Context: an optimization exercise on an open-source flow, tuned for small area, a short achievable clock period and few clock cycles. The choices shown serve that exercise and are no tape-out recipe. In this exercise RTL edits were held to simulation tests only and were not proved equivalent to the original.

[flow/run.sh]
#!/bin/bash
# synth_recipe.tcl (not shown) runs the flow's synth.tcl, then flattens the netlist and writes it again
# the make line also repeats each setting of config.mk as NAME=value (left out here)
make -C /OpenROAD-flow-scripts/flow DESIGN_CONFIG=/design/flow/config.mk WORK_HOME=/design/flow/orfs CLKGATE_MAP_FILE= SYNTH_SCRIPT=/design/flow/synth_recipe.tcl finish
[flow/config.mk]
export PLATFORM = sky130hd
export DESIGN_NAME = exu
export DESIGN_NICKNAME = exu
export VERILOG_FILES = /design/flow/design.v
export SDC_FILE = /design/flow/constraint.sdc
export NUM_CORES = 4
export LEC_CHECK = 0
export ABC_CLOCK_PERIOD_IN_PS = 5000
export CAP_MARGIN = 30
export CORE_MARGIN = 2
export CORE_UTILIZATION = 45
export SETUP_SLACK_MARGIN = 4
export SLEW_MARGIN = 30
export TNS_END_PERCENT = 10
[flow/constraint.sdc]
create_clock -name core_clock -period 10.0 [get_ports {clk}]
set_input_delay 2.0000 -clock core_clock [delete_from_list [all_inputs] [get_ports {clk}]]
set_output_delay 2.0000 -clock core_clock [all_outputs]
set_load 0.01 [all_outputs]
[flow/design.v]
module exu(
	input wire clk,
	input wire rstn,
	input wire [19:0] ex_sig,
	input wire [31:0] ex_src1,
	input wire [31:0] ex_src2,
	input wire ex_out_valid,
	output reg [31:0] ex_result,
	output wire [2:0] ex_exception,
	output reg ex_in_valid
	);
	assign ex_exception = 3'd0;
	reg st_mul, st_fa1, st_fa2, st_dneg, st_dnorm, st_diter, st_dfix,
	    st_x0, st_lm1, st_lm2;
	wire idle = ~(st_mul | st_fa1 | st_fa2 | st_dneg | st_dnorm | st_diter |
	              st_dfix | st_x0 | st_lm1 | st_lm2);
	reg ph_sq, ph_m1;      
	reg [32:0] MA;         
	reg [31:0] A, B, Q;
	reg [32:0] P;
	reg [12:0] X;
	reg [7:0] EY0, EY1;
	reg SY, SWP, F1, FSUB, SGL;
	reg [4:0] cnt;
	reg sA, sB;
	reg o_fdiv, o_div, o_rem, o_sdiv;
	reg SIGX, SIGD;
	reg [4:0] osel;        
	reg os_cmp, os_sg, R0;
	wire [31:0] i1 = ex_src1;
	wire [31:0] i2 = ex_src2;
	wire eq31 = i1[30:0] == i2[30:0];
	wire lt31 = i1[30:0] < i2[30:0];
	wire gt31 = ~lt31 & ~eq31;
	wire feq = eq31 & (i1[31] == i2[31]);
	wire flt = (i1[31] & ~i2[31]) | (~i1[31] & ~i2[31] & lt31) | (i1[31] & i2[31] & gt31);
	wire flt_r = (i2[31] & ~i1[31]) | (~i2[31] & ~i1[31] & gt31) | (i2[31] & i1[31] & lt31);
	wire fle = ~flt_r;
	wire cmp_bit = (ex_sig[12] & feq) | (ex_sig[13] & flt) | (ex_sig[14] & fle) |
	               (ex_sig[15] & i2[31]) | (ex_sig[16] & ~i2[31]);
	wire is_cmp = |ex_sig[16:12];
	wire is_imul = |ex_sig[3:0];
	wire is_div = |ex_sig[7:4];
	wire is_fadd = ex_sig[8] | ex_sig[9];
	wire [8:0] ed = {1'b0, i1[30:23]} - {1'b0, i2[30:23]};
	wire [7:0] sm_i = ed[8] ? (i2[30:23] - i1[30:23]) : ed[7:0];
	wire fa_sy = gt31 ? i1[31] : (i2[31] ^ ex_sig[9]);
	wire [32:0] ma = MA;
	wire last = cnt == 5'd0;
	wire sd = last & sB & Q[7];
	wire [40:0] t;
	mstep mstep_u (.ma(ma), .d({sd, Q[7:0]}), .P(P), .t(t));
	wire [22:0] mymux = P[23] ? P[22:0] : {P[21:0], Q[31]};
	wire [31:0] dmin = A;
	wire [32:0] dsub = {1'b0, dmin} - {1'b0, Q};
	wire dge = ~dsub[32];
	wire [32:0] dsubh = {1'b0, dmin} - {2'b0, Q[31:1]};
	wire [33:0] c3a = {2'b0, dmin}, c3b = ~{2'b0, Q}, c3c = ~{3'b0, Q[31:1]};
	wire [33:0] c3s = c3a ^ c3b ^ c3c;
	wire [33:0] c3c2 = {(c3a[32:0] & c3b[32:0]) | (c3a[32:0] & c3c[32:0]) | (c3b[32:0] & c3c[32:0]), 1'b1};
	wire [33:0] dsub3 = c3s + c3c2 + 34'd1;
	wire dge2 = dge ? ~dsub3[33] : ~dsubh[32];
	wire [31:0] dr1 = dge ? dsub[31:0] : dmin;
	wire [31:0] dr2 = SGL ? dr1 : (dge ? (dge2 ? dsub3[31:0] : dsub[31:0]) : (dge2 ? dsubh[31:0] : dmin));
	wire [31:0] dq2 = SGL ? {1'b0, Q[31:1]} : {2'b0, Q[31:2]};
	wire [31:0] negA = ~A + 32'd1;
	wire [31:0] negB = ~B + 32'd1;
	function [5:0] clz32(input [31:0] v);
		integer k;
		begin
			clz32 = 6'd32;
			for (k = 0; k < 32; k = k + 1)
				if (v[k]) clz32 = 6'd31 - k[5:0];
		end
	endfunction
	wire [5:0] clzA = clz32(A);
	wire [5:0] clzB = clz32(B);
	wire [6:0] nsh = {1'b0, clzB} - {1'b0, clzA};
	wire [31:0] Bsh = B << nsh[4:0];
	wire [7:0] SM = EY0;
	wire [22:0] m1a = SWP ? B[22:0] : A[22:0];
	wire [22:0] m2a = SWP ? A[22:0] : B[22:0];
	wire [7:0] e1a = SWP ? B[30:23] : A[30:23];
	wire pm = A[31] ^ B[31] ^ FSUB;
	wire flag1 = (SM[7:1] == 7'd0) & pm;
	wire [24:0] m2b = {1'b1, m2a, 1'b0} >> SM;
	wire [25:0] mya2 = {2'b01, m1a, 1'b0} + ({1'b0, m2b} ^ {26{pm}}) + {25'd0, pm};
	wire [22:0] my2 = mya2[25] ? mya2[24:2] : (mya2[24] ? mya2[23:1] : mya2[22:0]);
		wire [7:0] ey2 = mya2[25] ? e1a + 8'd1 : (mya2[24] ? e1a : ((|e1a) ? e1a - 8'd1 : 8'd0));
	wire [24:0] m2c = SM[0] ? {2'b01, m2a} : {1'b1, m2a, 1'b0};
	wire [24:0] m1c = {1'b1, m1a, 1'b0} - m2c;
	function [4:0] lzc25(input [24:0] v);
		integer k;
		begin
			lzc25 = 5'd25;
			for (k = 0; k < 25; k = k + 1)
				if (v[k]) lzc25 = 5'd24 - k[4:0];
		end
	endfunction
	wire [4:0] lz = lzc25(m1c);
	wire [24:0] m1s = m1c << lz;
	wire [8:0] ey1a = {1'b0, e1a} - {4'd0, lz};
	wire [7:0] ey1 = (ey1a[8] | ~|m1c) ? 8'd0 : ey1a[7:0];
	wire [31:0] fa_res = flag1 ? {SY, ey1, m1s[23:1]} : {SY, ey2, my2};
	wire [7:0] xe = o_fdiv ? P[30:23] : A[30:23];
	wire fzero = o_fdiv ? (P[30:23] == 8'd0) : 1'b0;
	wire mzero = ~o_fdiv & ((A[30:0] == 31'd0) | (B[30:0] == 31'd0));
	wire [9:0] D0 = mzero ? 10'h381 :
	                {2'b0, xe} + (o_fdiv ? ~{2'b0, B[30:23]} : {2'b0, B[30:23]}) + (o_fdiv ? 10'd127 : 10'h381);
	wire [9:0] D1 = D0 + 10'd1;
	wire [7:0] ey0_n = (D0[9] | fzero) ? 8'd0 : D0[7:0];
	wire [7:0] ey1_n = (D1[9] | fzero) ? 8'd0 : D1[7:0];
	wire [22:0] mix2 = {X[10:0], 12'd0} - mymux;
	always @(posedge clk) begin
		if (~rstn) begin
			{st_mul, st_fa1, st_fa2, st_dneg, st_dnorm, st_diter, st_dfix, st_x0, st_lm1, st_lm2} <= 10'd0;
			ex_in_valid <= 1'b0;
		end else begin
			ex_in_valid <= 1'b0;
			if (idle & ex_out_valid) begin
				A <= ex_sig[11] ? {7'd0, 1'b1, 13'd0, 11'd0} + {22'd0, 1'b1, ex_src2[22:13]} + 32'd1 : ex_src1;
				B <= ex_src2;
				sA <= ex_sig[1] | ex_sig[2];
				sB <= ex_sig[1];
				MA <= ex_sig[10] ? {10'd1, ex_src1[22:0]} : {(ex_sig[1] | ex_sig[2]) & ex_src1[31], ex_src1};
				ph_sq <= 1'b0;
				ph_m1 <= 1'b0;
				o_fdiv <= ex_sig[11];
				o_div <= ex_sig[4] | ex_sig[5];
				o_rem <= ex_sig[6] | ex_sig[7];
				o_sdiv <= ex_sig[4] | ex_sig[6];
				SIGX <= ex_src1[31];
				SIGD <= ex_src2[31];
				FSUB <= ex_sig[9];
				SY <= is_fadd ? fa_sy : (ex_src1[31] ^ ex_src2[31]);
				SWP <= lt31;
				EY0 <= sm_i;
				R0 <= cmp_bit;
				P <= ex_sig[11] ? {1'b0, ex_src1} : 33'd0;
				Q <= ex_sig[10] ? {8'd0, 1'b1, ex_src2[22:0]} :
				     ex_sig[11] ? {8'd0, 1'b1, ex_src2[22:13], 1'b1, 12'd0} : ex_src2;
				X <= 13'd0;
				cnt <= ex_sig[10] ? 5'd2 : ex_sig[11] ? 5'd6 : 5'd3;
				SGL <= 1'b1;
				os_cmp <= |ex_sig[14:12];
				os_sg <= ex_sig[15] | ex_sig[16];
				osel <= {ex_sig[10] | ex_sig[11], ex_sig[4] | ex_sig[5], ex_sig[6] | ex_sig[7], ex_sig[0], ~(ex_sig[0] | is_div | ex_sig[10] | ex_sig[11] | is_cmp)};
				ex_in_valid <= is_cmp;
				st_mul <= is_imul | ex_sig[10];
				st_fa1 <= is_fadd;
				st_dneg <= is_div & (ex_sig[4] | ex_sig[6]) & (ex_src1[31] | ex_src2[31]);
				st_dnorm <= is_div & ~((ex_sig[4] | ex_sig[6]) & (ex_src1[31] | ex_src2[31]));
				st_x0 <= ex_sig[11];
			end
			if (st_mul) begin
				P <= t[40:8];
				Q <= {t[7:0], Q[31:8]};
				if (~o_fdiv) EY0 <= ey0_n;
				if (~o_fdiv) EY1 <= ey1_n;
				cnt <= cnt - 5'd1;
				if (last) begin
					st_mul <= 1'b0;
					if (ph_sq) st_lm1 <= 1'b1;
					else if (ph_m1) st_lm2 <= 1'b1;
					else ex_in_valid <= 1'b1;
				end
			end
			if (st_fa1) begin
				P <= {1'b0, fa_res};
				st_fa1 <= 1'b0;
				ex_in_valid <= 1'b1;
			end
			if (st_dneg) begin
				if (o_sdiv & A[31]) A <= negA;
				if (o_sdiv & B[31]) B <= negB;
				st_dneg <= 1'b0;
				st_dnorm <= 1'b1;
			end
			if (st_dnorm) begin
				st_dnorm <= 1'b0;
				if (B == 32'd0) begin
					B <= 32'hffffffff;
					st_dfix <= 1'b1;
				end else if (nsh[6]) begin
					B <= 32'd0;
					st_dfix <= 1'b1;
				end else begin
					Q <= Bsh;
					B <= 32'd0;
					cnt <= {1'b0, nsh[4:1]};
					SGL <= ~nsh[0];
					st_diter <= 1'b1;
				end
			end
			if (st_diter) begin
				A <= dr2;
				B <= SGL ? {B[30:0], dge} : {B[29:0], dge, dge2};
				Q <= dq2;
				SGL <= 1'b0;
				cnt <= cnt - 5'd1;
				if (last) begin
					st_diter <= 1'b0;
					if ((o_sdiv & o_div & (SIGX ^ SIGD)) | (o_sdiv & o_rem & SIGX))
						st_dfix <= 1'b1;
					else
						ex_in_valid <= 1'b1;
				end
			end
			if (st_dfix) begin
				if (o_sdiv & o_div & (SIGX ^ SIGD)) B <= negB;
				if (o_sdiv & o_rem & SIGX) A <= negA;
				st_dfix <= 1'b0;
				ex_in_valid <= 1'b1;
			end
			if (st_x0) begin
				A <= dr2;
				X <= SGL ? {X[11:0], dge} : {X[10:0], dge, dge2};
				Q <= dq2;
				SGL <= 1'b0;
				EY0 <= ey0_n;
				EY1 <= ey1_n;
				cnt <= cnt - 5'd1;
				if (last) begin
					A <= P[31:0];
					P <= 33'd0;
					Q <= {16'd0, X[10:0], dge, dge2, 3'd0};
					cnt <= 5'd1;
					st_x0 <= 1'b0;
					st_mul <= 1'b1;
					MA <= {9'd0, X[10:0], dge, dge2, 11'd0};
					ph_sq <= 1'b1;
				end
			end
			if (st_lm1) begin
				P <= 33'd0;
				Q <= {8'd0, 1'b1, mymux};
				cnt <= 5'd2;
				MA <= {10'd1, B[22:0]};
				ph_sq <= 1'b0;
				ph_m1 <= 1'b1;
				st_lm1 <= 1'b0;
				st_mul <= 1'b1;
			end
			if (st_lm2) begin
				P <= 33'd0;
				Q <= {8'd0, 1'b1, mix2};
				cnt <= 5'd2;
				MA <= {10'd1, A[22:0]};
				ph_m1 <= 1'b0;
				st_lm2 <= 1'b0;
				st_mul <= 1'b1;
			end
		end
	end
	wire [31:0] fpack = {SY, P[23] ? EY1 : EY0, mymux};
	always @(*) begin
		ex_result = ({32{osel[0]}} & P[31:0]) |
		            ({32{osel[1]}} & Q) |
		            ({32{osel[2]}} & A) |
		            ({32{osel[3]}} & B) |
		            ({32{osel[4]}} & fpack) |
		            {os_sg & R0, {31{os_sg}} & A[30:0]} |
		            {31'd0, os_cmp & R0};
	end
endmodule
module mstep(input [32:0] ma, input [8:0] d, input [32:0] P, output [40:0] t);
wire one0 = d[0] ^ 1'b0;
wire two0 = (d[1] & ~d[0] & ~1'b0) | (~d[1] & d[0] & 1'b0);
wire neg0 = d[1];
wire pp0_0 = ((one0 & ma[0]) | (two0 & 1'b0)) ^ neg0;
wire pp0_1 = ((one0 & ma[1]) | (two0 & ma[0])) ^ neg0;
wire pp0_2 = ((one0 & ma[2]) | (two0 & ma[1])) ^ neg0;
wire pp0_3 = ((one0 & ma[3]) | (two0 & ma[2])) ^ neg0;
wire pp0_4 = ((one0 & ma[4]) | (two0 & ma[3])) ^ neg0;
wire pp0_5 = ((one0 & ma[5]) | (two0 & ma[4])) ^ neg0;
wire pp0_6 = ((one0 & ma[6]) | (two0 & ma[5])) ^ neg0;
wire pp0_7 = ((one0 & ma[7]) | (two0 & ma[6])) ^ neg0;
wire pp0_8 = ((one0 & ma[8]) | (two0 & ma[7])) ^ neg0;
wire pp0_9 = ((one0 & ma[9]) | (two0 & ma[8])) ^ neg0;
wire pp0_10 = ((one0 & ma[10]) | (two0 & ma[9])) ^ neg0;
wire pp0_11 = ((one0 & ma[11]) | (two0 & ma[10])) ^ neg0;
wire pp0_12 = ((one0 & ma[12]) | (two0 & ma[11])) ^ neg0;
wire pp0_13 = ((one0 & ma[13]) | (two0 & ma[12])) ^ neg0;
wire pp0_14 = ((one0 & ma[14]) | (two0 & ma[13])) ^ neg0;
wire pp0_15 = ((one0 & ma[15]) | (two0 & ma[14])) ^ neg0;
wire pp0_16 = ((one0 & ma[16]) | (two0 & ma[15])) ^ neg0;
wire pp0_17 = ((one0 & ma[17]) | (two0 & ma[16])) ^ neg0;
wire pp0_18 = ((one0 & ma[18]) | (two0 & ma[17])) ^ neg0;
wire pp0_19 = ((one0 & ma[19]) | (two0 & ma[18])) ^ neg0;
wire pp0_20 = ((one0 & ma[20]) | (two0 & ma[19])) ^ neg0;
wire pp0_21 = ((one0 & ma[21]) | (two0 & ma[20])) ^ neg0;
wire pp0_22 = ((one0 & ma[22]) | (two0 & ma[21])) ^ neg0;
wire pp0_23 = ((one0 & ma[23]) | (two0 & ma[22])) ^ neg0;
wire pp0_24 = ((one0 & ma[24]) | (two0 & ma[23])) ^ neg0;
wire pp0_25 = ((one0 & ma[25]) | (two0 & ma[24])) ^ neg0;
wire pp0_26 = ((one0 & ma[26]) | (two0 & ma[25])) ^ neg0;
wire pp0_27 = ((one0 & ma[27]) | (two0 & ma[26])) ^ neg0;
wire pp0_28 = ((one0 & ma[28]) | (two0 & ma[27])) ^ neg0;
wire pp0_29 = ((one0 & ma[29]) | (two0 & ma[28])) ^ neg0;
wire pp0_30 = ((one0 & ma[30]) | (two0 & ma[29])) ^ neg0;
wire pp0_31 = ((one0 & ma[31]) | (two0 & ma[30])) ^ neg0;
wire pp0_32 = ((one0 & ma[32]) | (two0 & ma[31])) ^ neg0;
wire pp0_33 = ((one0 & ma[32]) | (two0 & ma[32])) ^ neg0;
wire npp0_33 = ~pp0_33;
wire one1 = d[2] ^ d[1];
wire two1 = (d[3] & ~d[2] & ~d[1]) | (~d[3] & d[2] & d[1]);
wire neg1 = d[3];
wire pp1_0 = ((one1 & ma[0]) | (two1 & 1'b0)) ^ neg1;
wire pp1_1 = ((one1 & ma[1]) | (two1 & ma[0])) ^ neg1;
wire pp1_2 = ((one1 & ma[2]) | (two1 & ma[1])) ^ neg1;
wire pp1_3 = ((one1 & ma[3]) | (two1 & ma[2])) ^ neg1;
wire pp1_4 = ((one1 & ma[4]) | (two1 & ma[3])) ^ neg1;
wire pp1_5 = ((one1 & ma[5]) | (two1 & ma[4])) ^ neg1;
wire pp1_6 = ((one1 & ma[6]) | (two1 & ma[5])) ^ neg1;
wire pp1_7 = ((one1 & ma[7]) | (two1 & ma[6])) ^ neg1;
wire pp1_8 = ((one1 & ma[8]) | (two1 & ma[7])) ^ neg1;
wire pp1_9 = ((one1 & ma[9]) | (two1 & ma[8])) ^ neg1;
wire pp1_10 = ((one1 & ma[10]) | (two1 & ma[9])) ^ neg1;
wire pp1_11 = ((one1 & ma[11]) | (two1 & ma[10])) ^ neg1;
wire pp1_12 = ((one1 & ma[12]) | (two1 & ma[11])) ^ neg1;
wire pp1_13 = ((one1 & ma[13]) | (two1 & ma[12])) ^ neg1;
wire pp1_14 = ((one1 & ma[14]) | (two1 & ma[13])) ^ neg1;
wire pp1_15 = ((one1 & ma[15]) | (two1 & ma[14])) ^ neg1;
wire pp1_16 = ((one1 & ma[16]) | (two1 & ma[15])) ^ neg1;
wire pp1_17 = ((one1 & ma[17]) | (two1 & ma[16])) ^ neg1;
wire pp1_18 = ((one1 & ma[18]) | (two1 & ma[17])) ^ neg1;
wire pp1_19 = ((one1 & ma[19]) | (two1 & ma[18])) ^ neg1;
wire pp1_20 = ((one1 & ma[20]) | (two1 & ma[19])) ^ neg1;
wire pp1_21 = ((one1 & ma[21]) | (two1 & ma[20])) ^ neg1;
wire pp1_22 = ((one1 & ma[22]) | (two1 & ma[21])) ^ neg1;
wire pp1_23 = ((one1 & ma[23]) | (two1 & ma[22])) ^ neg1;
wire pp1_24 = ((one1 & ma[24]) | (two1 & ma[23])) ^ neg1;
wire pp1_25 = ((one1 & ma[25]) | (two1 & ma[24])) ^ neg1;
wire pp1_26 = ((one1 & ma[26]) | (two1 & ma[25])) ^ neg1;
wire pp1_27 = ((one1 & ma[27]) | (two1 & ma[26])) ^ neg1;
wire pp1_28 = ((one1 & ma[28]) | (two1 & ma[27])) ^ neg1;
wire pp1_29 = ((one1 & ma[29]) | (two1 & ma[28])) ^ neg1;
wire pp1_30 = ((one1 & ma[30]) | (two1 & ma[29])) ^ neg1;
wire pp1_31 = ((one1 & ma[31]) | (two1 & ma[30])) ^ neg1;
wire pp1_32 = ((one1 & ma[32]) | (two1 & ma[31])) ^ neg1;
wire pp1_33 = ((one1 & ma[32]) | (two1 & ma[32])) ^ neg1;
wire npp1_33 = ~pp1_33;
wire one2 = d[4] ^ d[3];
wire two2 = (d[5] & ~d[4] & ~d[3]) | (~d[5] & d[4] & d[3]);
wire neg2 = d[5];
wire pp2_0 = ((one2 & ma[0]) | (two2 & 1'b0)) ^ neg2;
wire pp2_1 = ((one2 & ma[1]) | (two2 & ma[0])) ^ neg2;
wire pp2_2 = ((one2 & ma[2]) | (two2 & ma[1])) ^ neg2;
wire pp2_3 = ((one2 & ma[3]) | (two2 & ma[2])) ^ neg2;
wire pp2_4 = ((one2 & ma[4]) | (two2 & ma[3])) ^ neg2;
wire pp2_5 = ((one2 & ma[5]) | (two2 & ma[4])) ^ neg2;
wire pp2_6 = ((one2 & ma[6]) | (two2 & ma[5])) ^ neg2;
wire pp2_7 = ((one2 & ma[7]) | (two2 & ma[6])) ^ neg2;
wire pp2_8 = ((one2 & ma[8]) | (two2 & ma[7])) ^ neg2;
wire pp2_9 = ((one2 & ma[9]) | (two2 & ma[8])) ^ neg2;
wire pp2_10 = ((one2 & ma[10]) | (two2 & ma[9])) ^ neg2;
wire pp2_11 = ((one2 & ma[11]) | (two2 & ma[10])) ^ neg2;
wire pp2_12 = ((one2 & ma[12]) | (two2 & ma[11])) ^ neg2;
wire pp2_13 = ((one2 & ma[13]) | (two2 & ma[12])) ^ neg2;
wire pp2_14 = ((one2 & ma[14]) | (two2 & ma[13])) ^ neg2;
wire pp2_15 = ((one2 & ma[15]) | (two2 & ma[14])) ^ neg2;
wire pp2_16 = ((one2 & ma[16]) | (two2 & ma[15])) ^ neg2;
wire pp2_17 = ((one2 & ma[17]) | (two2 & ma[16])) ^ neg2;
wire pp2_18 = ((one2 & ma[18]) | (two2 & ma[17])) ^ neg2;
wire pp2_19 = ((one2 & ma[19]) | (two2 & ma[18])) ^ neg2;
wire pp2_20 = ((one2 & ma[20]) | (two2 & ma[19])) ^ neg2;
wire pp2_21 = ((one2 & ma[21]) | (two2 & ma[20])) ^ neg2;
wire pp2_22 = ((one2 & ma[22]) | (two2 & ma[21])) ^ neg2;
wire pp2_23 = ((one2 & ma[23]) | (two2 & ma[22])) ^ neg2;
wire pp2_24 = ((one2 & ma[24]) | (two2 & ma[23])) ^ neg2;
wire pp2_25 = ((one2 & ma[25]) | (two2 & ma[24])) ^ neg2;
wire pp2_26 = ((one2 & ma[26]) | (two2 & ma[25])) ^ neg2;
wire pp2_27 = ((one2 & ma[27]) | (two2 & ma[26])) ^ neg2;
wire pp2_28 = ((one2 & ma[28]) | (two2 & ma[27])) ^ neg2;
wire pp2_29 = ((one2 & ma[29]) | (two2 & ma[28])) ^ neg2;
wire pp2_30 = ((one2 & ma[30]) | (two2 & ma[29])) ^ neg2;
wire pp2_31 = ((one2 & ma[31]) | (two2 & ma[30])) ^ neg2;
wire pp2_32 = ((one2 & ma[32]) | (two2 & ma[31])) ^ neg2;
wire pp2_33 = ((one2 & ma[32]) | (two2 & ma[32])) ^ neg2;
wire npp2_33 = ~pp2_33;
wire one3 = d[6] ^ d[5];
wire two3 = (d[7] & ~d[6] & ~d[5]) | (~d[7] & d[6] & d[5]);
wire neg3 = d[7];
wire pp3_0 = ((one3 & ma[0]) | (two3 & 1'b0)) ^ neg3;
wire pp3_1 = ((one3 & ma[1]) | (two3 & ma[0])) ^ neg3;
wire pp3_2 = ((one3 & ma[2]) | (two3 & ma[1])) ^ neg3;
wire pp3_3 = ((one3 & ma[3]) | (two3 & ma[2])) ^ neg3;
wire pp3_4 = ((one3 & ma[4]) | (two3 & ma[3])) ^ neg3;
wire pp3_5 = ((one3 & ma[5]) | (two3 & ma[4])) ^ neg3;
wire pp3_6 = ((one3 & ma[6]) | (two3 & ma[5])) ^ neg3;
wire pp3_7 = ((one3 & ma[7]) | (two3 & ma[6])) ^ neg3;
wire pp3_8 = ((one3 & ma[8]) | (two3 & ma[7])) ^ neg3;
wire pp3_9 = ((one3 & ma[9]) | (two3 & ma[8])) ^ neg3;
wire pp3_10 = ((one3 & ma[10]) | (two3 & ma[9])) ^ neg3;
wire pp3_11 = ((one3 & ma[11]) | (two3 & ma[10])) ^ neg3;
wire pp3_12 = ((one3 & ma[12]) | (two3 & ma[11])) ^ neg3;
wire pp3_13 = ((one3 & ma[13]) | (two3 & ma[12])) ^ neg3;
wire pp3_14 = ((one3 & ma[14]) | (two3 & ma[13])) ^ neg3;
wire pp3_15 = ((one3 & ma[15]) | (two3 & ma[14])) ^ neg3;
wire pp3_16 = ((one3 & ma[16]) | (two3 & ma[15])) ^ neg3;
wire pp3_17 = ((one3 & ma[17]) | (two3 & ma[16])) ^ neg3;
wire pp3_18 = ((one3 & ma[18]) | (two3 & ma[17])) ^ neg3;
wire pp3_19 = ((one3 & ma[19]) | (two3 & ma[18])) ^ neg3;
wire pp3_20 = ((one3 & ma[20]) | (two3 & ma[19])) ^ neg3;
wire pp3_21 = ((one3 & ma[21]) | (two3 & ma[20])) ^ neg3;
wire pp3_22 = ((one3 & ma[22]) | (two3 & ma[21])) ^ neg3;
wire pp3_23 = ((one3 & ma[23]) | (two3 & ma[22])) ^ neg3;
wire pp3_24 = ((one3 & ma[24]) | (two3 & ma[23])) ^ neg3;
wire pp3_25 = ((one3 & ma[25]) | (two3 & ma[24])) ^ neg3;
wire pp3_26 = ((one3 & ma[26]) | (two3 & ma[25])) ^ neg3;
wire pp3_27 = ((one3 & ma[27]) | (two3 & ma[26])) ^ neg3;
wire pp3_28 = ((one3 & ma[28]) | (two3 & ma[27])) ^ neg3;
wire pp3_29 = ((one3 & ma[29]) | (two3 & ma[28])) ^ neg3;
wire pp3_30 = ((one3 & ma[30]) | (two3 & ma[29])) ^ neg3;
wire pp3_31 = ((one3 & ma[31]) | (two3 & ma[30])) ^ neg3;
wire pp3_32 = ((one3 & ma[32]) | (two3 & ma[31])) ^ neg3;
wire pp3_33 = ((one3 & ma[32]) | (two3 & ma[32])) ^ neg3;
wire npp3_33 = ~pp3_33;
wire u = d[7] & ~d[8];
wire ur_0 = u & ma[0];
wire ur_1 = u & ma[1];
wire ur_2 = u & ma[2];
wire ur_3 = u & ma[3];
wire ur_4 = u & ma[4];
wire ur_5 = u & ma[5];
wire ur_6 = u & ma[6];
wire ur_7 = u & ma[7];
wire ur_8 = u & ma[8];
wire ur_9 = u & ma[9];
wire ur_10 = u & ma[10];
wire ur_11 = u & ma[11];
wire ur_12 = u & ma[12];
wire ur_13 = u & ma[13];
wire ur_14 = u & ma[14];
wire ur_15 = u & ma[15];
wire ur_16 = u & ma[16];
wire ur_17 = u & ma[17];
wire ur_18 = u & ma[18];
wire ur_19 = u & ma[19];
wire ur_20 = u & ma[20];
wire ur_21 = u & ma[21];
wire ur_22 = u & ma[22];
wire ur_23 = u & ma[23];
wire ur_24 = u & ma[24];
wire ur_25 = u & ma[25];
wire ur_26 = u & ma[26];
wire ur_27 = u & ma[27];
wire ur_28 = u & ma[28];
wire ur_29 = u & ma[29];
wire ur_30 = u & ma[30];
wire ur_31 = u & ma[31];
wire nur_32 = ~(u & ma[32]);
wire nP32 = ~P[32];
wire r1 = pp0_32 ^ pp1_30;
wire r2 = pp0_32 & pp1_30;
wire r3 = pp0_4 ^ pp1_2;
wire r4 = pp0_4 & pp1_2;
wire r5 = pp0_5 ^ pp1_3;
wire r6 = pp0_5 & pp1_3;
wire r7 = pp0_6 ^ pp1_4 ^ pp2_2;
wire r8 = (pp0_6 & pp1_4) | (pp0_6 & pp2_2) | (pp1_4 & pp2_2);
wire r9 = pp3_0 ^ neg3;
wire r10 = pp3_0 & neg3;
wire r11 = pp0_7 ^ pp1_5 ^ pp2_3;
wire r12 = (pp0_7 & pp1_5) | (pp0_7 & pp2_3) | (pp1_5 & pp2_3);
wire r13 = pp3_1 ^ P[7];
wire r14 = pp3_1 & P[7];
wire r15 = pp0_8 ^ pp1_6 ^ pp2_4;
wire r16 = (pp0_8 & pp1_6) | (pp0_8 & pp2_4) | (pp1_6 & pp2_4);
wire r17 = pp3_2 ^ ur_0 ^ P[8];
wire r18 = (pp3_2 & ur_0) | (pp3_2 & P[8]) | (ur_0 & P[8]);
wire r19 = pp0_9 ^ pp1_7 ^ pp2_5;
wire r20 = (pp0_9 & pp1_7) | (pp0_9 & pp2_5) | (pp1_7 & pp2_5);
wire r21 = pp3_3 ^ ur_1 ^ P[9];
wire r22 = (pp3_3 & ur_1) | (pp3_3 & P[9]) | (ur_1 & P[9]);
wire r23 = pp0_10 ^ pp1_8 ^ pp2_6;
wire r24 = (pp0_10 & pp1_8) | (pp0_10 & pp2_6) | (pp1_8 & pp2_6);
wire r25 = pp3_4 ^ ur_2 ^ P[10];
wire r26 = (pp3_4 & ur_2) | (pp3_4 & P[10]) | (ur_2 & P[10]);
wire r27 = pp0_11 ^ pp1_9 ^ pp2_7;
wire r28 = (pp0_11 & pp1_9) | (pp0_11 & pp2_7) | (pp1_9 & pp2_7);
wire r29 = pp3_5 ^ ur_3 ^ P[11];
wire r30 = (pp3_5 & ur_3) | (pp3_5 & P[11]) | (ur_3 & P[11]);
wire r31 = pp0_12 ^ pp1_10 ^ pp2_8;
wire r32 = (pp0_12 & pp1_10) | (pp0_12 & pp2_8) | (pp1_10 & pp2_8);
wire r33 = pp3_6 ^ ur_4 ^ P[12];
wire r34 = (pp3_6 & ur_4) | (pp3_6 & P[12]) | (ur_4 & P[12]);
wire r35 = pp0_13 ^ pp1_11 ^ pp2_9;
wire r36 = (pp0_13 & pp1_11) | (pp0_13 & pp2_9) | (pp1_11 & pp2_9);
wire r37 = pp3_7 ^ ur_5 ^ P[13];
wire r38 = (pp3_7 & ur_5) | (pp3_7 & P[13]) | (ur_5 & P[13]);
wire r39 = pp0_14 ^ pp1_12 ^ pp2_10;
wire r40 = (pp0_14 & pp1_12) | (pp0_14 & pp2_10) | (pp1_12 & pp2_10);
wire r41 = pp3_8 ^ ur_6 ^ P[14];
wire r42 = (pp3_8 & ur_6) | (pp3_8 & P[14]) | (ur_6 & P[14]);
wire r43 = pp0_15 ^ pp1_13 ^ pp2_11;
wire r44 = (pp0_15 & pp1_13) | (pp0_15 & pp2_11) | (pp1_13 & pp2_11);
wire r45 = pp3_9 ^ ur_7 ^ P[15];
wire r46 = (pp3_9 & ur_7) | (pp3_9 & P[15]) | (ur_7 & P[15]);
wire r47 = pp0_16 ^ pp1_14 ^ pp2_12;
wire r48 = (pp0_16 & pp1_14) | (pp0_16 & pp2_12) | (pp1_14 & pp2_12);
wire r49 = pp3_10 ^ ur_8 ^ P[16];
wire r50 = (pp3_10 & ur_8) | (pp3_10 & P[16]) | (ur_8 & P[16]);
wire r51 = pp0_17 ^ pp1_15 ^ pp2_13;
wire r52 = (pp0_17 & pp1_15) | (pp0_17 & pp2_13) | (pp1_15 & pp2_13);
wire r53 = pp3_11 ^ ur_9 ^ P[17];
wire r54 = (pp3_11 & ur_9) | (pp3_11 & P[17]) | (ur_9 & P[17]);
wire r55 = pp0_18 ^ pp1_16 ^ pp2_14;
wire r56 = (pp0_18 & pp1_16) | (pp0_18 & pp2_14) | (pp1_16 & pp2_14);
wire r57 = pp3_12 ^ ur_10 ^ P[18];
wire r58 = (pp3_12 & ur_10) | (pp3_12 & P[18]) | (ur_10 & P[18]);
wire r59 = pp0_19 ^ pp1_17 ^ pp2_15;
wire r60 = (pp0_19 & pp1_17) | (pp0_19 & pp2_15) | (pp1_17 & pp2_15);
wire r61 = pp3_13 ^ ur_11 ^ P[19];
wire r62 = (pp3_13 & ur_11) | (pp3_13 & P[19]) | (ur_11 & P[19]);
wire r63 = pp0_20 ^ pp1_18 ^ pp2_16;
wire r64 = (pp0_20 & pp1_18) | (pp0_20 & pp2_16) | (pp1_18 & pp2_16);
wire r65 = pp3_14 ^ ur_12 ^ P[20];
wire r66 = (pp3_14 & ur_12) | (pp3_14 & P[20]) | (ur_12 & P[20]);
wire r67 = pp0_21 ^ pp1_19 ^ pp2_17;
wire r68 = (pp0_21 & pp1_19) | (pp0_21 & pp2_17) | (pp1_19 & pp2_17);
wire r69 = pp3_15 ^ ur_13 ^ P[21];
wire r70 = (pp3_15 & ur_13) | (pp3_15 & P[21]) | (ur_13 & P[21]);
wire r71 = pp0_22 ^ pp1_20 ^ pp2_18;
wire r72 = (pp0_22 & pp1_20) | (pp0_22 & pp2_18) | (pp1_20 & pp2_18);
wire r73 = pp3_16 ^ ur_14 ^ P[22];
wire r74 = (pp3_16 & ur_14) | (pp3_16 & P[22]) | (ur_14 & P[22]);
wire r75 = pp0_23 ^ pp1_21 ^ pp2_19;
wire r76 = (pp0_23 & pp1_21) | (pp0_23 & pp2_19) | (pp1_21 & pp2_19);
wire r77 = pp3_17 ^ ur_15 ^ P[23];
wire r78 = (pp3_17 & ur_15) | (pp3_17 & P[23]) | (ur_15 & P[23]);
wire r79 = pp0_24 ^ pp1_22 ^ pp2_20;
wire r80 = (pp0_24 & pp1_22) | (pp0_24 & pp2_20) | (pp1_22 & pp2_20);
wire r81 = pp3_18 ^ ur_16 ^ P[24];
wire r82 = (pp3_18 & ur_16) | (pp3_18 & P[24]) | (ur_16 & P[24]);
wire r83 = pp0_25 ^ pp1_23 ^ pp2_21;
wire r84 = (pp0_25 & pp1_23) | (pp0_25 & pp2_21) | (pp1_23 & pp2_21);
wire r85 = pp3_19 ^ ur_17 ^ P[25];
wire r86 = (pp3_19 & ur_17) | (pp3_19 & P[25]) | (ur_17 & P[25]);
wire r87 = pp0_26 ^ pp1_24 ^ pp2_22;
wire r88 = (pp0_26 & pp1_24) | (pp0_26 & pp2_22) | (pp1_24 & pp2_22);
wire r89 = pp3_20 ^ ur_18 ^ P[26];
wire r90 = (pp3_20 & ur_18) | (pp3_20 & P[26]) | (ur_18 & P[26]);
wire r91 = pp0_27 ^ pp1_25 ^ pp2_23;
wire r92 = (pp0_27 & pp1_25) | (pp0_27 & pp2_23) | (pp1_25 & pp2_23);
wire r93 = pp3_21 ^ ur_19 ^ P[27];
wire r94 = (pp3_21 & ur_19) | (pp3_21 & P[27]) | (ur_19 & P[27]);
wire r95 = pp0_28 ^ pp1_26 ^ pp2_24;
wire r96 = (pp0_28 & pp1_26) | (pp0_28 & pp2_24) | (pp1_26 & pp2_24);
wire r97 = pp3_22 ^ ur_20 ^ P[28];
wire r98 = (pp3_22 & ur_20) | (pp3_22 & P[28]) | (ur_20 & P[28]);
wire r99 = pp0_29 ^ pp1_27 ^ pp2_25;
wire r100 = (pp0_29 & pp1_27) | (pp0_29 & pp2_25) | (pp1_27 & pp2_25);
wire r101 = pp3_23 ^ ur_21 ^ P[29];
wire r102 = (pp3_23 & ur_21) | (pp3_23 & P[29]) | (ur_21 & P[29]);
wire r103 = pp0_30 ^ pp1_28 ^ pp2_26;
wire r104 = (pp0_30 & pp1_28) | (pp0_30 & pp2_26) | (pp1_28 & pp2_26);
wire r105 = pp3_24 ^ ur_22 ^ P[30];
wire r106 = (pp3_24 & ur_22) | (pp3_24 & P[30]) | (ur_22 & P[30]);
wire r107 = pp0_31 ^ pp1_29 ^ pp2_27;
wire r108 = (pp0_31 & pp1_29) | (pp0_31 & pp2_27) | (pp1_29 & pp2_27);
wire r109 = pp3_25 ^ ur_23 ^ P[31];
wire r110 = (pp3_25 & ur_23) | (pp3_25 & P[31]) | (ur_23 & P[31]);
wire r111 = r1 ^ pp2_28 ^ pp3_26;
wire r112 = (r1 & pp2_28) | (r1 & pp3_26) | (pp2_28 & pp3_26);
wire r113 = ur_24 ^ nP32 ^ 1'b1;
wire r114 = (ur_24 & nP32) | (ur_24 & 1'b1) | (nP32 & 1'b1);
wire r115 = r2 ^ npp0_33 ^ pp1_31;
wire r116 = (r2 & npp0_33) | (r2 & pp1_31) | (npp0_33 & pp1_31);
wire r117 = pp2_29 ^ pp3_27 ^ ur_25;
wire r118 = (pp2_29 & pp3_27) | (pp2_29 & ur_25) | (pp3_27 & ur_25);
wire r119 = pp1_32 ^ pp2_30 ^ pp3_28;
wire r120 = (pp1_32 & pp2_30) | (pp1_32 & pp3_28) | (pp2_30 & pp3_28);
wire r121 = ur_26 ^ 1'b1;
wire r122 = ur_26 & 1'b1;
wire r123 = npp1_33 ^ pp2_31 ^ pp3_29;
wire r124 = (npp1_33 & pp2_31) | (npp1_33 & pp3_29) | (pp2_31 & pp3_29);
wire r125 = pp2_32 ^ pp3_30;
wire r126 = pp2_32 & pp3_30;
wire r127 = pp0_2 ^ pp1_0;
wire r128 = pp0_2 & pp1_0;
wire r129 = pp0_3 ^ pp1_1;
wire r130 = pp0_3 & pp1_1;
wire r131 = r3 ^ pp2_0 ^ neg2;
wire r132 = (r3 & pp2_0) | (r3 & neg2) | (pp2_0 & neg2);
wire r133 = r4 ^ r5 ^ pp2_1;
wire r134 = (r4 & r5) | (r4 & pp2_1) | (r5 & pp2_1);
wire r135 = r6 ^ r7 ^ r9;
wire r136 = (r6 & r7) | (r6 & r9) | (r7 & r9);
wire r137 = r8 ^ r10 ^ r11;
wire r138 = (r8 & r10) | (r8 & r11) | (r10 & r11);
wire r139 = r12 ^ r14 ^ r15;
wire r140 = (r12 & r14) | (r12 & r15) | (r14 & r15);
wire r141 = r16 ^ r18 ^ r19;
wire r142 = (r16 & r18) | (r16 & r19) | (r18 & r19);
wire r143 = r20 ^ r22 ^ r23;
wire r144 = (r20 & r22) | (r20 & r23) | (r22 & r23);
wire r145 = r24 ^ r26 ^ r27;
wire r146 = (r24 & r26) | (r24 & r27) | (r26 & r27);
wire r147 = r28 ^ r30 ^ r31;
wire r148 = (r28 & r30) | (r28 & r31) | (r30 & r31);
wire r149 = r32 ^ r34 ^ r35;
wire r150 = (r32 & r34) | (r32 & r35) | (r34 & r35);
wire r151 = r36 ^ r38 ^ r39;
wire r152 = (r36 & r38) | (r36 & r39) | (r38 & r39);
wire r153 = r40 ^ r42 ^ r43;
wire r154 = (r40 & r42) | (r40 & r43) | (r42 & r43);
wire r155 = r44 ^ r46 ^ r47;
wire r156 = (r44 & r46) | (r44 & r47) | (r46 & r47);
wire r157 = r48 ^ r50 ^ r51;
wire r158 = (r48 & r50) | (r48 & r51) | (r50 & r51);
wire r159 = r52 ^ r54 ^ r55;
wire r160 = (r52 & r54) | (r52 & r55) | (r54 & r55);
wire r161 = r56 ^ r58 ^ r59;
wire r162 = (r56 & r58) | (r56 & r59) | (r58 & r59);
wire r163 = r60 ^ r62 ^ r63;
wire r164 = (r60 & r62) | (r60 & r63) | (r62 & r63);
wire r165 = r64 ^ r66 ^ r67;
wire r166 = (r64 & r66) | (r64 & r67) | (r66 & r67);
wire r167 = r68 ^ r70 ^ r71;
wire r168 = (r68 & r70) | (r68 & r71) | (r70 & r71);
wire r169 = r72 ^ r74 ^ r75;
wire r170 = (r72 & r74) | (r72 & r75) | (r74 & r75);
wire r171 = r76 ^ r78 ^ r79;
wire r172 = (r76 & r78) | (r76 & r79) | (r78 & r79);
wire r173 = r80 ^ r82 ^ r83;
wire r174 = (r80 & r82) | (r80 & r83) | (r82 & r83);
wire r175 = r84 ^ r86 ^ r87;
wire r176 = (r84 & r86) | (r84 & r87) | (r86 & r87);
wire r177 = r88 ^ r90 ^ r91;
wire r178 = (r88 & r90) | (r88 & r91) | (r90 & r91);
wire r179 = r92 ^ r94 ^ r95;
wire r180 = (r92 & r94) | (r92 & r95) | (r94 & r95);
wire r181 = r96 ^ r98 ^ r99;
wire r182 = (r96 & r98) | (r96 & r99) | (r98 & r99);
wire r183 = r100 ^ r102 ^ r103;
wire r184 = (r100 & r102) | (r100 & r103) | (r102 & r103);
wire r185 = r104 ^ r106 ^ r107;
wire r186 = (r104 & r106) | (r104 & r107) | (r106 & r107);
wire r187 = r108 ^ r110 ^ r111;
wire r188 = (r108 & r110) | (r108 & r111) | (r110 & r111);
wire r189 = r112 ^ r114 ^ r115;
wire r190 = (r112 & r114) | (r112 & r115) | (r114 & r115);
wire r191 = r116 ^ r118 ^ r119;
wire r192 = (r116 & r118) | (r116 & r119) | (r118 & r119);
wire r193 = r120 ^ r122 ^ r123;
wire r194 = (r120 & r122) | (r120 & r123) | (r122 & r123);
wire r195 = r124 ^ r125 ^ ur_28;
wire r196 = (r124 & r125) | (r124 & ur_28) | (r125 & ur_28);
wire r197 = r126 ^ npp2_33 ^ pp3_31;
wire r198 = (r126 & npp2_33) | (r126 & pp3_31) | (npp2_33 & pp3_31);
wire r199 = pp3_32 ^ ur_30;
wire r200 = pp3_32 & ur_30;
wire r201 = pp0_0 ^ neg0;
wire r202 = pp0_0 & neg0;
wire r203 = pp0_1 ^ P[1];
wire r204 = pp0_1 & P[1];
wire r205 = r127 ^ neg1 ^ P[2];
wire r206 = (r127 & neg1) | (r127 & P[2]) | (neg1 & P[2]);
wire r207 = r128 ^ r129 ^ P[3];
wire r208 = (r128 & r129) | (r128 & P[3]) | (r129 & P[3]);
wire r209 = r130 ^ r131 ^ P[4];
wire r210 = (r130 & r131) | (r130 & P[4]) | (r131 & P[4]);
wire r211 = r132 ^ r133 ^ P[5];
wire r212 = (r132 & r133) | (r132 & P[5]) | (r133 & P[5]);
wire r213 = r134 ^ r135 ^ P[6];
wire r214 = (r134 & r135) | (r134 & P[6]) | (r135 & P[6]);
wire r215 = r136 ^ r137 ^ r13;
wire r216 = (r136 & r137) | (r136 & r13) | (r137 & r13);
wire r217 = r138 ^ r139 ^ r17;
wire r218 = (r138 & r139) | (r138 & r17) | (r139 & r17);
wire r219 = r140 ^ r141 ^ r21;
wire r220 = (r140 & r141) | (r140 & r21) | (r141 & r21);
wire r221 = r142 ^ r143 ^ r25;
wire r222 = (r142 & r143) | (r142 & r25) | (r143 & r25);
wire r223 = r144 ^ r145 ^ r29;
wire r224 = (r144 & r145) | (r144 & r29) | (r145 & r29);
wire r225 = r146 ^ r147 ^ r33;
wire r226 = (r146 & r147) | (r146 & r33) | (r147 & r33);
wire r227 = r148 ^ r149 ^ r37;
wire r228 = (r148 & r149) | (r148 & r37) | (r149 & r37);
wire r229 = r150 ^ r151 ^ r41;
wire r230 = (r150 & r151) | (r150 & r41) | (r151 & r41);
wire r231 = r152 ^ r153 ^ r45;
wire r232 = (r152 & r153) | (r152 & r45) | (r153 & r45);
wire r233 = r154 ^ r155 ^ r49;
wire r234 = (r154 & r155) | (r154 & r49) | (r155 & r49);
wire r235 = r156 ^ r157 ^ r53;
wire r236 = (r156 & r157) | (r156 & r53) | (r157 & r53);
wire r237 = r158 ^ r159 ^ r57;
wire r238 = (r158 & r159) | (r158 & r57) | (r159 & r57);
wire r239 = r160 ^ r161 ^ r61;
wire r240 = (r160 & r161) | (r160 & r61) | (r161 & r61);
wire r241 = r162 ^ r163 ^ r65;
wire r242 = (r162 & r163) | (r162 & r65) | (r163 & r65);
wire r243 = r164 ^ r165 ^ r69;
wire r244 = (r164 & r165) | (r164 & r69) | (r165 & r69);
wire r245 = r166 ^ r167 ^ r73;
wire r246 = (r166 & r167) | (r166 & r73) | (r167 & r73);
wire r247 = r168 ^ r169 ^ r77;
wire r248 = (r168 & r169) | (r168 & r77) | (r169 & r77);
wire r249 = r170 ^ r171 ^ r81;
wire r250 = (r170 & r171) | (r170 & r81) | (r171 & r81);
wire r251 = r172 ^ r173 ^ r85;
wire r252 = (r172 & r173) | (r172 & r85) | (r173 & r85);
wire r253 = r174 ^ r175 ^ r89;
wire r254 = (r174 & r175) | (r174 & r89) | (r175 & r89);
wire r255 = r176 ^ r177 ^ r93;
wire r256 = (r176 & r177) | (r176 & r93) | (r177 & r93);
wire r257 = r178 ^ r179 ^ r97;
wire r258 = (r178 & r179) | (r178 & r97) | (r179 & r97);
wire r259 = r180 ^ r181 ^ r101;
wire r260 = (r180 & r181) | (r180 & r101) | (r181 & r101);
wire r261 = r182 ^ r183 ^ r105;
wire r262 = (r182 & r183) | (r182 & r105) | (r183 & r105);
wire r263 = r184 ^ r185 ^ r109;
wire r264 = (r184 & r185) | (r184 & r109) | (r185 & r109);
wire r265 = r186 ^ r187 ^ r113;
wire r266 = (r186 & r187) | (r186 & r113) | (r187 & r113);
wire r267 = r188 ^ r189 ^ r117;
wire r268 = (r188 & r189) | (r188 & r117) | (r189 & r117);
wire r269 = r190 ^ r191 ^ r121;
wire r270 = (r190 & r191) | (r190 & r121) | (r191 & r121);
wire r271 = r192 ^ r193 ^ ur_27;
wire r272 = (r192 & r193) | (r192 & ur_27) | (r193 & ur_27);
wire r273 = r194 ^ r195 ^ 1'b1;
wire r274 = (r194 & r195) | (r194 & 1'b1) | (r195 & 1'b1);
wire r275 = r196 ^ r197 ^ ur_29;
wire r276 = (r196 & r197) | (r196 & ur_29) | (r197 & ur_29);
wire r277 = r198 ^ r199 ^ 1'b1;
wire r278 = (r198 & r199) | (r198 & 1'b1) | (r199 & 1'b1);
wire r279 = r200 ^ npp3_33 ^ ur_31;
wire r280 = (r200 & npp3_33) | (r200 & ur_31) | (npp3_33 & ur_31);
wire [40:0] sx = {r280,r278,r276,r274,r272,r270,r268,r266,r264,r262,r260,r258,r256,r254,r252,r250,r248,r246,r244,r242,r240,r238,r236,r234,r232,r230,r228,r226,r224,r222,r220,r218,r216,r214,r212,r210,r208,r206,r204,r202,r201};
wire [40:0] sy = {nur_32,r279,r277,r275,r273,r271,r269,r267,r265,r263,r261,r259,r257,r255,r253,r251,r249,r247,r245,r243,r241,r239,r237,r235,r233,r231,r229,r227,r225,r223,r221,r219,r217,r215,r213,r211,r209,r207,r205,r203,P[0]};
assign t = sx + sy;
endmodule
==> impl_metrics.toml, run 1 <==
[run_status]
run_status = "complete, no violations"

[die]
core-area_um2 = 96700
boundaryPins = 123
die_y_um = 316
floorplan.initialDensity_pct = 45.4
rows = 114
die_area_um2 = 100000
dieWidth_um = 316

[placement]
cell_count_after_placement = 6869
hpwlAfterDp_um = 176000
placement.io_buffers = 116
gpl.final_weighted_congestion = 1.06
dpl_cell_area_um2 = 46500

[detailed_routing]
drt_pass1_iterations = 7
finalWirelength_um = 237000
wl_per_cell_um = 33.4
postRouteAntennaNets = 0
route.vias.total = 49100
vias_per_cell = 6.93
detail_route.drc_violations = 0
detail_route.iter0.violations = 7591

[sta]
hold_viol_final = 0
post_layout_minimum_cycle_time_ns = 6.41
achievable-frequency_mhz = 156
report.final.slew_viol_count = 0
layout_worst_path_cycle_share_pct = 64.1
relSlewSlack_pct = 29.7
worstMarginPinSlew_ns = 1.05
grt_setup_unrepaired = "yes"
clock_skew_ns = 0.0312
setup_total_negative_slack_ns = 0
setup-violations-final = 0

[logic_synthesis]
synth.distinct_cells = 103
synth.cell_area_um2 = 43900
synth_area_leader_cell = "edfxtp_1"
synth_cells = 5760
netlist_top_cells_area = "edfxtp_1, ha_1, fa_1, xnor2_1, a21oi_1"
synth.ff_latch_count = 223
synth.avg_cell_area_um2 = 7.61
ys.flop_type = "edfxtp_1"
ys_top_cells_by_count = "nand2_1, a21oi_1, inv_1, clkbuf_1, nor2_1"
synthesis.yosys.warnings = 1
post-synth-top-count-cell = "nand2_1"
synth_sequential_area_ratio_pct = 15.0
synth_async_sr_flop_share_pct = 0
proportion_of_netlist_area_held_by_the_largest_area_contributor_pct = 14.6
synth_enable_flop_cells = 213

[global_routing]
grt_overflow = 0
grt_pass1_wl_um = 328000
via_count_of_the_first_global_routing_pass = 44400
grt_start_max_net_pins = 115
number_of_antenna_violations_at_the_first_check_in_global_routing = 22
track_usage_pct = 45.5

[critical_path]
crit_arrival_ns = 6.81
crit_path_start_kind = "flop"
worstSetupPathType = "reg -> reg"
setup.worst_path.end_class = "flop"
critical_path.max_fanout = 8
cp_data_required_time_ns = 10.40

[clocking]
cts.root.buffer_cell = "clkbuf_16"
clock_tree.htree_level_count = 1
cts_tree = "yes"
numCtsBuffers = 30
cts.sinks = 223
clkSlewWorstSetupHoldPaths_ns = 0.08
clock_path_buffers = 3
worstSkewPairLatency_ns = 0.64

[layout]
finalNonFillerCells = 7090
drive_above_1_share_pct = 12.7
multi_input_area_um2 = 35500
seq_area_um2 = 6610
final_util_pct = 52.3
stdcell_area_um2 = 50600
nets = 6322
fillerInstances = 9490
layout-area-overhead-vs-synth_pct = 15.4

[min_path]
hp-class = "reg -> reg"

[job]
max_cap_violations = 0
==> kinds of logic after synthesis <==
family | share of synthesized area (%)
adders and majority gates | 15.8
xor gates and xnor gates | 8.04
muxes | 8.08
DFF | 15.0
other | 0.00855
and+or+nand+nor | 16.9
buffers and inverters | 7.52
AOI/OAI and AO/OA | 28.7
==> metrics by stage <==
step | setup WS (ns) | hold slack, ns
6_report | 3.59 | 0.502
5_1_grt | 3.46 | 0.506
4_1_cts | 3.69 | 0.497
3_5_place_dp | 2.09 | 0.487
3_3_place_gp | 2.13 | 0.475
2_1_floorplan | 3.92 | 0.451
==> cell usage in the layout, fill, tap and decap left out, drive strengths merged, types with 47 or more instances in the layout <==
| master | Yosys | layout |
|---|---|---|
| ha | 287 | 287 |
| inv | 416 | 414 |
| buf | 65 | 308 |
| nand4 | 47 | 47 |
| o21ai | 373 | 373 |
| nand2 | 612 | 612 |
| nor3 | 118 | 118 |
| edfxtp | 213 | 213 |
| a31oi | 59 | 59 |
| a211oi | 174 | 175 |
| nand3 | 103 | 103 |
| a21o | 112 | 112 |
| mux2i | 223 | 223 |
| fa | 166 | 166 |
| mux2 | 48 | 48 |
| a22oi | 153 | 153 |
| and2 | 55 | 56 |
| xnor2 | 321 | 321 |
| nor2 | 377 | 377 |
| xor2 | 81 | 81 |
| nor2b | 59 | 59 |
| clkdlybuf4s50 | 0 | 114 |
| nand2b | 51 | 51 |
| o211ai | 90 | 90 |
| a21oi | 491 | 491 |
| and3 | 49 | 49 |
==> critical path: stages (launching register included) <==
cell and delay [ns]:
edfxtp_1 0.49, clkinvlp_4 0.17, buf_6 0.14, ha_4 0.34
a22oi_2 0.11, xnor2_2 0.16, fa_1 0.50, inv_1 0.05
fa_1 0.45, fa_1 0.55, ha_4 0.22, a21o_1 0.16
a2111o_1 0.39, a21oi_2 0.16, nor3_1 0.05, a31oi_1 0.14
buf_4 0.16, a31oi_4 0.12, o2111ai_4 0.27, a31oi_4 0.14
o2111ai_4 0.25, a31oi_4 0.14, a221oi_2 0.35, xor2_2 0.30
a2111oi_2 0.12, a21o_1 0.19
==> registers in the layout, indices dropped and copies added, names as in the netlist, 5 cells and up <==
name  flops
A        32
B        32
EY0       8
EY1       8
MA       33
P        33
Q        32
X        11
cnt       5
osel      5
==> timing repair <==
| item | 4_1_cts | 5_1_grt |
|---|---|---|
| endpoints found under the hold margin | 0 | 0 |
| setup buffers | 87 | 55 |
| setup endpoints to repair | 108 | 107 |
| resized for setup | 166 | 186 |
| hold buffers | 0 | 0 |
| pin swaps | 36 | 90 |
| gates cloned | 8 | 5 |
==> cell type report <==
type / count / share of cell area [%]
timing repair inverter: 2 / 0.0346
sequential: 223 / 13.1
timing repair buffer: 432 / 8.08
inverter: 419 / 3.28
multi-input combinational: 4674 / 70.2
clock buffer: 38 / 1.64
tap: 1276 / 3.15
antenna: 8 / 0.0395
clock inverter: 18 / 0.480
==> final timing paths <==
kind | from | to | slack [ns] | depth (start not counted)
hold / removal | ph_sq | st_lm2 | 0.50 | 1
setup / recovery | Q[4] | P[31] | 3.59 | 25
hold reg to reg | ph_sq | st_lm2 | 0.50 | 1
setup reg to reg | Q[4] | P[31] | 3.59 | 25
==> routing by layer <==
layer  track usage, %  up-vias  routed length [um]
li1                 -    21100                   -
met3             17.4      804               34400
met1             58.9    23600               90100
met4             29.1       30               19300
met2             62.9     3594               92400
met5             1.56        -                 751
Testbench counts, summed over its fixed seeds: cycles 125,594.
==> run 2, diff against run 1 <==
--- a/flow/design.v
+++ b/flow/design.v
@@ -180,10 +180,16 @@
 				st_dnorm <= 1'b0;
 				if (B == 32'd0) begin
 					B <= 32'hffffffff;
-					st_dfix <= 1'b1;
+					if (o_sdiv & ((o_div & (SIGX ^ SIGD)) | (o_rem & SIGX)))
+						st_dfix <= 1'b1;
+					else
+						ex_in_valid <= 1'b1;
 				end else if (nsh[6]) begin
 					B <= 32'd0;
-					st_dfix <= 1'b1;
+					if (o_sdiv & o_rem & SIGX)
+						st_dfix <= 1'b1;
+					else
+						ex_in_valid <= 1'b1;
 				end else begin
 					Q <= Bsh;
 					B <= 32'd0;
==> run 2 against run 1 <==
  * Critical path depth unchanged
  * Wire length shrank 3.5%
  * Final area rose by 0.89%
  * Largest cell class unchanged
  * Final cell count rose by 0.44%
  * Worst setup slack better by 0.23 ns
  * Highest routed layer unchanged
  * First-iteration DRC count decreased by 7.0%
==> impl_metrics.toml, run 2 <==
[run_status]
run_status = "complete, no violations"

[detailed_routing]
finalWirelength_um = 229000
detail_route.drc_violations = 0
detail_route.iter0.violations = 7061
wl_per_cell_um = 32.1
vias_per_cell = 6.88
drt_pass1_iterations = 13
postRouteAntennaNets = 0
route.vias.total = 49000

[sta]
hold_viol_final = 0
setup-violations-final = 0
post-route-worst-setup-slack_ns = 3.82
worstMarginPinSlew_ns = 1.11
relSlewSlack_pct = 25.3
post_layout_minimum_cycle_time_ns = 6.18
layout_worst_path_cycle_share_pct = 61.8
clock_skew_ns = 0.0177
setup_total_negative_slack_ns = 0
achievable-frequency_mhz = 162
report.final.slew_viol_count = 0
grt_setup_unrepaired = "yes"

[critical_path]
crit_arrival_ns = 6.65
crit_path_start_kind = "flop"
setup.worst_path.end_class = "flop"
cp_slowest_cell = "fa_1"
cp_data_required_time_ns = 10.47
critical_path.max_fanout = 6
worstSetupPathType = "reg -> reg"
critical-path-max-stage-delay_ns = 0.53

[layout]
most_frequent_standard_cell_in_the_layout_excluding_fill_and_tap_cells = "nand2_1"
fillerInstances = 9281
layout-area-overhead-vs-synth_pct = 17.3
layout_common_cells = "nand2_1, a21oi_1, inv_1"
nets = 6350
drive_above_1_share_pct = 14.0
top_regs = "MA (33), P (33)"

[logic_synthesis]
post_synth_fa_ha_maj_area_fraction_pct = 15.9
synth.mux.area_fraction_pct = 8.18
yosys.area_share.simple_pct = 16.4
synth_cells = 5723
synth_async_sr_flop_share_pct = 0
synth-xor-area-share_pct = 8.10
synth.ff_latch_count = 223
synth.distinct_cells = 100
ys_top_cells_by_count = "nand2_1, a21oi_1, inv_1, nor2_1, clkbuf_1"
synth.avg_cell_area_um2 = 7.60
netlist_top_cells_area = "edfxtp_1, ha_1, fa_1, a21oi_1, xnor2_1"
synth.cell_area_um2 = 43500
synth_enable_flop_cells = 213
main_combinational_cell_family_by_area_after_synthesis = "compound AO/OA/AOI/OAI gates"
synth_area_leader_cell = "edfxtp_1"
synth_compound_area_share_pct = 28.7
ys.flop_type = "edfxtp_1"
synthesis.yosys.warnings = 1
synth_sequential_area_ratio_pct = 15.2
proportion_of_netlist_area_held_by_the_largest_area_contributor_pct = 14.7
post-synth-top-count-cell = "nand2_1"

[clocking]
cts_tree = "yes"
hold_buffers = 0
cts.root.buffer_cell = "clkbuf_16"
cts.sinks = 223
clkSlewWorstSetupHoldPaths_ns = 0.06
clock_path_buffers = 3
worstSkewPairLatency_ns = 0.64
clock_tree.htree_level_count = 1
numCtsBuffers = 31

[placement]
hpwlAfterDp_um = 166000
gpl.final_weighted_congestion = 1.10
placement.io_buffers = 116
post-place-ws_ns = 2.22

[global_routing]
number_of_antenna_violations_at_the_first_check_in_global_routing = 13
grt_busiest_layer = "met2"
track_usage_pct = 43.8
via_count_of_the_first_global_routing_pass = 44100
gr-usage-met3_pct = 17.1
grt_overflow = 0
grt.met1_usage_pct = 56.7
grt_start_max_net_pins = 181
grt_pass1_wl_um = 317000
grt_use_met2_pct = 60.8

[min_path]
hp-class = "reg -> reg"

[die]
floorplan.initialDensity_pct = 45.2
core-area_um2 = 96300
die_area_um2 = 99200
boundaryPins = 123
dieWidth_um = 315
rows = 114
die_y_um = 315

[job]
max_cap_violations = 0
[run 2: changes by cell type after synthesis, moves of 21 or more]
cell      before  now
a21oi_1      490  554
a221o_1       13   34
a221oi_1      44   22
a311oi_1      37   16
nand2_1      611  574
nand4_1       47   23
o21ai_0      361  331
[run 2: worst paths after layout]
check | start | endpoint | slack, ns | cells after the start
setup / recovery | Q[3] | P[27] | 3.82 | 25
hold / removal | ph_sq | st_lm2 | 0.52 | 1
setup reg to reg | Q[3] | P[27] | 3.82 | 25
hold reg to reg | ph_sq | st_lm2 | 0.52 | 1
[run 2: cell families (layout without fill, tap and decap cells)]
kind of cell | count (synthesis) | count (layout)
AOI/OAI and AO/OA | 1916 | 1918
and+or+nand+nor | 1555 | 1556
muxes | 310 | 310
xor gates and xnor gates | 401 | 401
adders and majority gates | 453 | 453
buffers and inverters | 864 | 970
other | 1 | 14
DFF | 223 | 223
[run 2: worst max-delay path, delay by kind of cell, from the launching register on]
family | cells | cell delay [ns]
DFF | 1 | 0.41
xor gates and xnor gates | 2 | 0.47
and+or+nand+nor | 6 | 1.04
buffers and inverters | 5 | 0.74
AOI/OAI and AO/OA | 7 | 1.30
adders and majority gates | 5 | 2.05
[run 2: timing repair]
| action | in CTS | in global routing |
|---|---|---|
| resized for setup | 209 | 192 |
| setup buffers | 109 | 89 |
| endpoints found under the setup margin | 106 | 92 |
| cloned | 13 | 10 |
| pin swaps | 39 | 106 |
[run 2: area by class of cell]
type	count	area [um2]	area share [%]
multi-input combinational	4641	35300	69.0
inverter	423	1690	3.30
timing repair buffer	490	4860	9.53
tap	1276	1600	3.13
antenna	11	27.5	0.0539
clock inverter	19	188	0.368
clock buffer	38	842	1.65
sequential	223	6610	12.9
[run 2: per-stage QoR]
stage	cell area, um2	hold slack (ns)	util, %	instances
floorplan	43800	0.457	-	5725
global route	51000	0.530	53.0	7111
CTS	49200	0.511	51.1	7011
detailed placement	46100	0.498	47.8	6832
global placement	46100	0.497	47.8	6832
finish	51100	0.521	53.0	7121
[run 2: metal layers]
layer / vias to the layer above / wire (um) / part of all wire [%]
met5: - / 182 / 0.080
met4: 16 / 18100 / 7.9
met3: 800 / 34300 / 15
met2: 3715 / 89600 / 39
met1: 23400 / 86600 / 38
li1: 21100 / - / -
Testbench counts of run 2, summed over its fixed seeds: cycles 123,756.
==> run 3, diff against run 2 <==
--- a/flow/config.mk
+++ b/flow/config.mk
@@ -9,6 +9,6 @@
 export CAP_MARGIN = 30
 export CORE_MARGIN = 2
 export CORE_UTILIZATION = 45
-export SETUP_SLACK_MARGIN = 4
+export SETUP_SLACK_MARGIN = 4.5
 export SLEW_MARGIN = 30
 export TNS_END_PERCENT = 10
==> run 3 against run 2 <==
  * Still clean on timing, DRC and antenna
  * Synthesized cell count unchanged
  * Critical path depth stayed put
  * Sequential share of layout area fell by 0.18 points
  * Wire length rose by 1.3%
  * Final area rose by 1.4%
  * Fmax down 1.0%
  * Synthesized area is the same
  * Die area unchanged
  * Critical path type unchanged
  * Critical endpoint is now P[29]
==> impl_metrics.toml, run 3 <==
[detailed_routing]
finalWirelength_um = 232000
detail_route.drc_violations = 0
vias_per_cell = 6.91
route.vias.total = 49300
wl_per_cell_um = 32.5
drt_pass1_iterations = 9
postRouteAntennaNets = 0

[logic_synthesis]
synth.cell_area_um2 = 43500
synth_async_sr_flop_share_pct = 0
synth_enable_flop_cells = 213
netlist_top_cells_area = "edfxtp_1, ha_1, fa_1, a21oi_1, xnor2_1"
synth.avg_cell_area_um2 = 7.60
synth.ff_latch_count = 223
synth.distinct_cells = 100
synth_area_leader_cell = "edfxtp_1"
post-synth-top-count-cell = "nand2_1"
ys_top_cells_by_count = "nand2_1, a21oi_1, inv_1, nor2_1, clkbuf_1"
synthesis.yosys.warnings = 1
synth_cells = 5723

[die]
floorplan.initialDensity_pct = 45.2
die_area_um2 = 99200
die_y_um = 315
dieWidth_um = 315

[run_status]
run_status = "complete, no violations"

[sta]
relSlewSlack_pct = 28.6
report.final.slew_viol_count = 0
post_layout_minimum_cycle_time_ns = 6.24
achievable-frequency_mhz = 160
layout_worst_path_cycle_share_pct = 62.4
grt_setup_unrepaired = "yes"
setup-violations-final = 0
clock_skew_ns = 0.0258
worstMarginPinSlew_ns = 1.07
setup_total_negative_slack_ns = 0

[global_routing]
number_of_antenna_violations_at_the_first_check_in_global_routing = 14
grt_pass1_wl_um = 323000
via_count_of_the_first_global_routing_pass = 44200
grt.met1_usage_pct = 59.4
track_usage_pct = 44.7
grt_overflow = 0

[critical_path]
setup.worst_path.end_class = "flop"
crit_path_start_kind = "flop"
critical-path-max-stage-delay_ns = 0.56
cp_slowest_cell = "fa_1"
worstSetupPathType = "reg -> reg"
cp_data_required_time_ns = 10.35
timing.rr.start = "Q[2]"
critical_path.max_fanout = 5

[min_path]
timing.hold.worst.start = "ph_sq"
hp-class = "reg -> reg"

[placement]
hpwlAfterDp_um = 169000
cell_count_after_placement = 6831
post-place-ws_ns = 2.23
dpl_cell_area_um2 = 46100

[layout]
fillerInstances = 9253
most_frequent_standard_cell_in_the_layout_excluding_fill_and_tap_cells = "nand2_1"
final_util_pct = 53.8
finalNonFillerCells = 7131
drive_above_1_share_pct = 15.2
top_regs = "MA (33), P (33)"

[clocking]
clkSlewWorstSetupHoldPaths_ns = 0.07
clock_tree.htree_level_count = 1
cts.root.buffer_cell = "clkbuf_16"
clock_path_buffers = 3
cts_tree = "yes"
worstSkewPairLatency_ns = 0.64
numCtsBuffers = 31
cts.sinks = 223

[job]
max_cap_violations = 0
run 3: cell counts after synthesis:
No cell type changed its count.
run 3: worst paths after layout:
kind / end / slack (ns) / depth (start not counted)
hold reg to reg: st_lm2 / 0.50 / 1
setup / recovery: P[29] / 3.76 / 25
hold / removal: st_lm2 / 0.50 / 1
setup reg to reg: P[29] / 3.76 / 25
run 3: worst register-to-register path: cells and delay by family (launching register included):
family          cells  cell delay, ns
simple gates        4            0.85
buf+inv             5            0.61
flops               1            0.38
fa+ha+maj           5            2.16
mux                 1            0.23
compound gates      9            1.61
xor+xnor            1            0.11
run 3: layer usage:
layer | wire length [um] | part of all wire [%]
met5 | 70 | 0.030
met4 | 17100 | 7.4
met3 | 34500 | 15
met2 | 91000 | 39
met1 | 89000 | 38
run 3: cells by family after synthesis:
kind of cell    share of synthesized area (%)
flops                                    15.2
xor+xnor                                 8.10
fa+ha+maj                                15.9
mux                                      8.18
simple gates                             16.4
buf+inv                                  7.54
compound gates                           28.7
other cells                           0.00862
run 3: layout make-up:
type | count | area [um2] | share of cell area [%]
multi-input combinational | 4638 | 35600 | 68.8
sequential | 223 | 6610 | 12.8
timing repair buffer | 503 | 5110 | 9.87
inverter | 423 | 1730 | 3.33
tap | 1276 | 1600 | 3.08
clock buffer | 37 | 818 | 1.58
clock inverter | 21 | 274 | 0.529
timing repair inverter | 3 | 26.3 | 0.0507
antenna | 7 | 17.5 | 0.0338
run 3: timing repair:
| action | 4_1_cts | 5_1_grt |
|---|---|---|
| setup endpoints to repair | 111 | 105 |
| gates resized for setup | 325 | 153 |
| setup buffers | 134 | 74 |
| hold endpoints to repair | 0 | 0 |
| hold buffers | 0 | 0 |
| gates cloned | 19 | 8 |
| pin swaps | 120 | 93 |

-- re-timing with driven ports --
How much do the figures lean on ideal ports? The routed layouts below were timed once more, with nothing changed but the port constraints.
Step 1 assumes that a clkbuf_16 drives the clock port and a buf_2 every other input.
Step 2, shift: input delay + t, output delay - t, t = (earliest + latest rising clock arrival at the registers) / 2. This alone moves slack from input paths to output paths.
Slacks: ideal ports / drivers / drivers and shift; pairs: ideal ports / drivers.
run | t, ns | setup slack, ns | worst setup path after step 2 | clock arrival spread, ns | worst slew at a driven data input, ns
run 1 | 0.702 | 3.591 / 3.591 / 3.288 | input to register | 0.032 / 0.031 | 0.09
run 2 | 0.709 | 3.821 / 3.821 / 3.327 | input to register | 0.018 / 0.018 | 0.05
run 3 | 0.703 | 3.756 / 3.756 / 3.589 | input to register | 0.026 / 0.026 | 0.06
After both steps every run listed still meets setup and hold. The setup slack of run 2, which loses most, moves by 0.000 ns with the drivers and by -0.494 ns with both steps.
